Source: an optimization exercise on an open RTL-to-GDS flow (aim: small area). Production flows keep margins and buffers that such runs may drop.
Function was checked by simulation only, so behaviour that the tests miss may differ from the original.
No driver is modelled on the clock port, so clocking that relies on it looks cheaper here than on a real chip.
Power is estimated from default activity; no workload was simulated.

// Top
module Top(Clk, Rst, DivRst, Start, LED, LCD_Data, LCD_E, LCD_RS, LCD_RW);
Size in the first run: about 510 cells after synthesis.
Settings: LEC_CHECK=0, ABC_AREA=1, CAP_MARGIN=20, CORE_MARGIN=2, CORE_UTILIZATION=70, PLACE_DENSITY=0.8, SLEW_MARGIN=20; clock period 10.0 ns.
standard.sh (not shown) runs the stock make flow with config.mk's settings and CLKGATE_MAP_FILE= SYNTH_SCRIPT=/design/flow/synth_recipe.tcl, a recipe that flattens the netlist after the stock synthesis.
==> flow/flow/run.sh <==
#!/bin/bash
# Standard synthesis, then the combinational logic re-mapped for area (the
# flip-flops stay as the standard synthesis made them, by name and cell), a
# SAT proof that the re-mapped logic equals the standard one, then the
# standard layout steps with small port buffers and a clock tree without
# dummy loads.
set -euo pipefail
R=orfs/results/$FLOW_PLATFORM/Top/base
LIB=$FLOW_HOME/platforms/$FLOW_PLATFORM/lib/sky130_fd_sc_hd__tt_025C_1v80.lib
bash standard.sh synth > 1_standard_synth.log 2>&1
cp $R/1_2_yosys.v standard_synth_netlist.v.txt
yosys -c flow/reopt.tcl > 2_reopt_yosys.log 2>&1
python3 flow/cutff.py standard_synth_netlist.v.txt comb_std.v gold
python3 flow/cutff.py $R/1_2_yosys.v comb_new.v gate
sed "s#@LIB@#$LIB#" flow/combeq.ys.in > combeq.ys
yosys -s combeq.ys > 3_combeq_yosys.log 2>&1
grep -q "SAT proof finished - no model found: SUCCESS" 3_combeq_yosys.log
rm -f $R/1_synth.odb $R/1_synth.sdc
bash standard.sh \
  BUFFER_PORTS_ARGS="-buffer_cell sky130_fd_sc_hd__buf_1" \
  CTS_ARGS="-sink_clustering_enable -repair_clock_nets -dont_use_dummy_load -buf_list sky130_fd_sc_hd__clkbuf_8" \
  finish > 4_standard_layout.log 2>&1
Other scripts of this flow, unchanged in this note and not shown: flow/flow/combeq.ys.in, flow/flow/cutff.py, flow/flow/dontuse.txt, flow/flow/flop_stubs.v, flow/flow/reopt.abc, flow/flow/reopt.tcl
The baseline produced a clean layout.
Next try:
--- a/flow/flow/run.sh
+++ b/flow/flow/run.sh
@@ -21,0 +22 @@
+  POST_CTS_TCL=$PWD/flow/clksize.tcl \
==> flow/flow/clksize.tcl (new file) <==
# After CTS: size each clock buffer down to the smallest clock buffer that
# keeps every flip-flop clock-pin slew under the limit (estimated from
# placement), then legalize the placement again.
proc clksize_max_slew {} {
  estimate_parasitics -placement
  set mx 0
  foreach p [get_pins -hierarchical */CLK] {
    foreach k {slew_max_rise slew_max_fall} {
      set v [get_property $p $k]
      if {$v > $mx} { set mx $v }
    }
  }
  return $mx
}
set clksize_limit 0.105
set clksize_sizes {sky130_fd_sc_hd__clkbuf_1 sky130_fd_sc_hd__clkbuf_2 sky130_fd_sc_hd__clkbuf_4 sky130_fd_sc_hd__clkbuf_8 sky130_fd_sc_hd__clkbuf_16}
puts "clksize: start, max clock-pin slew [clksize_max_slew]"
set clksize_bufs {}
foreach inst [[ord::get_db_block] getInsts] {
  if {[string match "sky130_fd_sc_hd__clkbuf_*" [[$inst getMaster] getName]]} { lappend clksize_bufs [$inst getName] }
}
foreach name $clksize_bufs {
  set inst [[ord::get_db_block] findInst $name]
  set orig [[$inst getMaster] getName]
  foreach s $clksize_sizes {
    if {$s == $orig} break
    replace_cell [get_cells $name] $s
    if {[clksize_max_slew] < $clksize_limit} {
      puts "clksize: $name $orig -> $s"
      set orig $s
      break
    }
    replace_cell [get_cells $name] $orig
  }
}
detailed_placement
puts "clksize: end, max clock-pin slew [clksize_max_slew]"
--- a/flow/config.mk
+++ b/flow/config.mk
@@ -11,0 +12 @@
+export GPL_TIMING_DRIVEN = 0
=> Wire length went up by a few percent. Non-clock buffer count came out higher by 7. Core utilization goes up by 0.47 points. Clock power is about the same. Power barely changes.
Next try:
--- a/flow/flow/run.sh
+++ b/flow/flow/run.sh
@@ -2,5 +2,6 @@
-# Standard synthesis, then the combinational logic re-mapped for area (the
-# flip-flops stay as the standard synthesis made them, by name and cell), a
-# SAT proof that the re-mapped logic equals the standard one, then the
-# standard layout steps with small port buffers and a clock tree without
-# dummy loads.
+# Standard synthesis, then the combinational logic re-mapped for area in a
+# few passes, keeping the smallest (the flip-flops stay as the standard
+# synthesis made them, by name and cell), a SAT proof that the re-mapped
+# logic equals the standard one, then the standard layout steps with small
+# port buffers, a clock tree without dummy loads, and clock buffers sized
+# down after CTS while the clock-pin slew stays low.
@@ -12 +13,10 @@
-yosys -c flow/reopt.tcl > 2_reopt_yosys.log 2>&1
+best=0
+bestA=1000000000
+for i in 1 2 3 4 5 6 7; do
+  yosys -c flow/reopt.tcl > 2_reopt_yosys_$i.log 2>&1
+  a=$(grep "Chip area for module" 2_reopt_yosys_$i.log | tail -1 | awk '{print $NF}')
+  cp $R/1_2_yosys.v reopt_pass_$i.v.txt
+  if awk "BEGIN { exit !($a < $bestA) }"; then bestA=$a; best=$i; fi
+done
+echo "best re-mapping: pass $best, area $bestA" > 2_reopt_choice.log
+cp reopt_pass_$best.v.txt $R/1_2_yosys.v
--- a/flow/flow/clksize.tcl
+++ b/flow/flow/clksize.tcl
@@ -15 +15 @@
-set clksize_limit 0.105
+set clksize_limit 0.112
--- a/flow/config.mk
+++ b/flow/config.mk
@@ -12 +11,0 @@
-export GPL_TIMING_DRIVEN = 0
- The changed run completed without violations
- clock skew grows by 3.1 ps
- via count is lower by about 8%
- non-clock buffer count went down by 7
- global-route usage is lower by 2.3 points
- hold slack improves by 23 ps
- cell count shrinks by 4.6%
- critical path depth shrinks by 2
- setup slack gets worse by 520 ps
- flip-flop and latch count does not change
Next try:
==> flow/flow/run.sh (replaced) <==
#!/bin/bash
# Standard synthesis, then the combinational logic re-mapped for area (the
# flip-flops stay as the standard synthesis made them, by name and cell), a
# SAT proof that the re-mapped logic equals the standard one, then the
# standard layout steps with small port buffers and a clock tree without
# dummy loads.
set -euo pipefail
R=orfs/results/$FLOW_PLATFORM/Top/base
LIB=$FLOW_HOME/platforms/$FLOW_PLATFORM/lib/sky130_fd_sc_hd__tt_025C_1v80.lib
bash standard.sh synth > 1_standard_synth.log 2>&1
cp $R/1_2_yosys.v standard_synth_netlist.v.txt
yosys -c flow/reopt.tcl > 2_reopt_yosys.log 2>&1
python3 flow/cutff.py standard_synth_netlist.v.txt comb_std.v gold
python3 flow/cutff.py $R/1_2_yosys.v comb_new.v gate
sed "s#@LIB@#$LIB#" flow/combeq.ys.in > combeq.ys
yosys -s combeq.ys > 3_combeq_yosys.log 2>&1
grep -q "SAT proof finished - no model found: SUCCESS" 3_combeq_yosys.log
rm -f $R/1_synth.odb $R/1_synth.sdc
bash standard.sh \
  BUFFER_PORTS_ARGS="-buffer_cell sky130_fd_sc_hd__buf_1" \
  CTS_ARGS="-sink_clustering_enable -repair_clock_nets -dont_use_dummy_load -buf_list sky130_fd_sc_hd__clkbuf_8" \
  POST_CTS_TCL=$PWD/flow/clksize.tcl \
  finish > 4_standard_layout.log 2>&1
--- a/flow/flow/clksize.tcl
+++ b/flow/flow/clksize.tcl
@@ -15 +15 @@
-set clksize_limit 0.112
+set clksize_limit 0.115
--- a/flow/config.mk
+++ b/flow/config.mk
@@ -11,0 +12 @@
+export GPL_TIMING_DRIVEN = 0
Effect: Wire length increases by 11%; maximum frequency climbs by 11%; count of clock-buffer cells in the layout is unchanged; final area rose by 1.9%.
Next try:
--- a/flow/flow/run.sh
+++ b/flow/flow/run.sh
@@ -2,5 +2,6 @@
-# Standard synthesis, then the combinational logic re-mapped for area (the
-# flip-flops stay as the standard synthesis made them, by name and cell), a
-# SAT proof that the re-mapped logic equals the standard one, then the
-# standard layout steps with small port buffers and a clock tree without
-# dummy loads.
+# Standard synthesis, then the combinational logic re-mapped for area in a
+# few passes, keeping the smallest (the flip-flops stay as the standard
+# synthesis made them, by name and cell), a SAT proof that the re-mapped
+# logic equals the standard one, then the standard layout steps with small
+# port buffers, a clock tree without dummy loads, and clock buffers sized
+# down after CTS while the clock-pin slew stays low.
@@ -12 +13,10 @@
-yosys -c flow/reopt.tcl > 2_reopt_yosys.log 2>&1
+best=0
+bestA=1000000000
+for i in 1 2 3 4; do
+  yosys -c flow/reopt.tcl > 2_reopt_yosys_$i.log 2>&1
+  a=$(grep "Chip area for module" 2_reopt_yosys_$i.log | tail -1 | awk '{print $NF}')
+  cp $R/1_2_yosys.v reopt_pass_$i.v.txt
+  if awk "BEGIN { exit !($a < $bestA) }"; then bestA=$a; best=$i; fi
+done
+echo "best re-mapping: pass $best, area $bestA" > 2_reopt_choice.log
+cp reopt_pass_$best.v.txt $R/1_2_yosys.v
--- a/flow/config.mk
+++ b/flow/config.mk
@@ -12 +11,0 @@
-export GPL_TIMING_DRIVEN = 0
After rerunning:
- The new run produced a clean layout
- clock-buffer cell count is unchanged
- routed wire length goes down by about 7%
- combinational power goes down by about 30%
- synthesized area goes down by about 1.5%
- total power goes down by about 6%
- core utilization goes down by 0.70 points
- fmax goes down by 14%
- via count goes down by 4.6%
- setup slack loses 860 ps
- sequential share of layout area goes up by 1.0 points
- final cell count goes down by 4.1%
Next try:
--- a/flow/flow/run.sh
+++ b/flow/flow/run.sh
@@ -15 +15 @@
-for i in 1 2 3 4; do
+for i in 1 2 3 4 5 6; do
Outcome: Power drops by a little under a tenth; design area stays the same; via count drops by a few percent; die area stays flat; setup slack gets better by 510 ps; register-to-register slack gets better by 40 ps; fmax climbs by roughly a tenth.

---

Another version of the RTL of Top (not shown whole).
For scale: roughly 500 cells after synthesis, about 19 I/O pins, about 0.0052 mm^2 of cells after synthesis.
Settings: LEC_CHECK=0, ABC_AREA=1, CAP_MARGIN=20, CORE_MARGIN=2, CORE_UTILIZATION=70, PLACE_DENSITY=0.8, SLEW_MARGIN=20; clock period 10.0 ns.
==> flow/flow/run.sh <==
#!/bin/bash
# Standard synthesis, then the combinational logic re-mapped for area (the
# flip-flops stay as the standard synthesis made them, by name and cell), a
# SAT proof that the re-mapped logic equals the standard one, then the
# standard layout steps with small port buffers and a clock tree without
# dummy loads.
set -euo pipefail
R=orfs/results/$FLOW_PLATFORM/Top/base
LIB=$FLOW_HOME/platforms/$FLOW_PLATFORM/lib/sky130_fd_sc_hd__tt_025C_1v80.lib
bash standard.sh synth > 1_standard_synth.log 2>&1
cp $R/1_2_yosys.v standard_synth_netlist.v.txt
yosys -c flow/reopt.tcl > 2_reopt_yosys.log 2>&1
python3 flow/cutff.py standard_synth_netlist.v.txt comb_std.v gold
python3 flow/cutff.py $R/1_2_yosys.v comb_new.v gate
sed "s#@LIB@#$LIB#" flow/combeq.ys.in > combeq.ys
yosys -s combeq.ys > 3_combeq_yosys.log 2>&1
grep -q "SAT proof finished - no model found: SUCCESS" 3_combeq_yosys.log
rm -f $R/1_synth.odb $R/1_synth.sdc
bash standard.sh \
  BUFFER_PORTS_ARGS="-buffer_cell sky130_fd_sc_hd__buf_1" \
  CTS_ARGS="-sink_clustering_enable -repair_clock_nets -dont_use_dummy_load -buf_list sky130_fd_sc_hd__clkbuf_8" \
  finish > 4_standard_layout.log 2>&1
Other scripts of this flow, unchanged in this note and not shown: flow/flow/combeq.ys.in, flow/flow/cutff.py, flow/flow/dontuse.txt, flow/flow/flop_stubs.v, flow/flow/reopt.abc, flow/flow/reopt.tcl
The starting point passed the timing, DRC and antenna checks.
Change:
--- a/flow/flow/run.sh
+++ b/flow/flow/run.sh
@@ -21 +21 @@
-  CTS_ARGS="-sink_clustering_enable -repair_clock_nets -dont_use_dummy_load -buf_list sky130_fd_sc_hd__clkbuf_8" \
+  CTS_ARGS="-sink_clustering_enable -repair_clock_nets -dont_use_dummy_load -buf_list sky130_fd_sc_hd__clkbuf_8 -sink_clustering_size 30 -sink_clustering_max_diameter 200" \
--- a/flow/config.mk
+++ b/flow/config.mk
@@ -11,2 +11,2 @@
-export CORE_UTILIZATION = 70
-export PLACE_DENSITY = 0.8
+export CORE_UTILIZATION = 85
+export PLACE_DENSITY = 0.9
- global-route usage increases by 13 points
- sequential share of layout area increases by 0.22 points
- core utilization increases by 17 points
- clock skew decreases by 0.0062 ns
- synthesized area does not change

-- separate check: timing with driven ports --
The flow's constraints put no driver on any port. The routed layouts listed below were extracted and timed again, unchanged, in two steps.
Step 1 (the two cells are an assumption about what drives the block):
set clk [get_ports {Clk}]
set_driving_cell -lib_cell sky130_fd_sc_hd__clkbuf_16 $clk
set_driving_cell -lib_cell sky130_fd_sc_hd__buf_2 [delete_from_list [all_inputs] $clk]
Step 2 times the ports against the registers' clock, not the clock port: input delays grow and output delays shrink by t, the midpoint of the rising clock arrivals with the driver on.
Slacks: ideal / step 1 / step 2; pairs: ideal / step 1.
run	t, ns	setup WS [ns]	clock arrival spread, ns	cell pins on the clock port's net
the first run of note 1	0.390	4.885 / 4.854 / 4.527	0.032 / 0.032	1
the second run of note 1	0.369	4.567 / 4.561 / 4.192	0.042 / 0.042	1
the third run of note 1	0.544	4.044 / 4.015 / 4.248	0.037 / 0.037	1
the fourth run of note 1	0.526	4.644 / 4.617 / 4.206	0.033 / 0.033	1
the fifth run of note 1	0.881	3.781 / 3.747 / 4.033	0.044 / 0.044	1
the sixth run of note 1	0.805	4.294 / 4.263 / 4.152	0.033 / 0.033	1
the first run of note 2	0.386	4.536 / 4.501 / 4.887	0.026 / 0.026	1
the second run of note 2	0.386	4.439 / 4.406 / 4.792	0.020 / 0.020	1
After both steps every run listed still meets setup and hold. For the fourth run of note 1, which loses most, drivers alone change the setup slack by -0.027 ns; drivers and shift together by -0.438 ns.
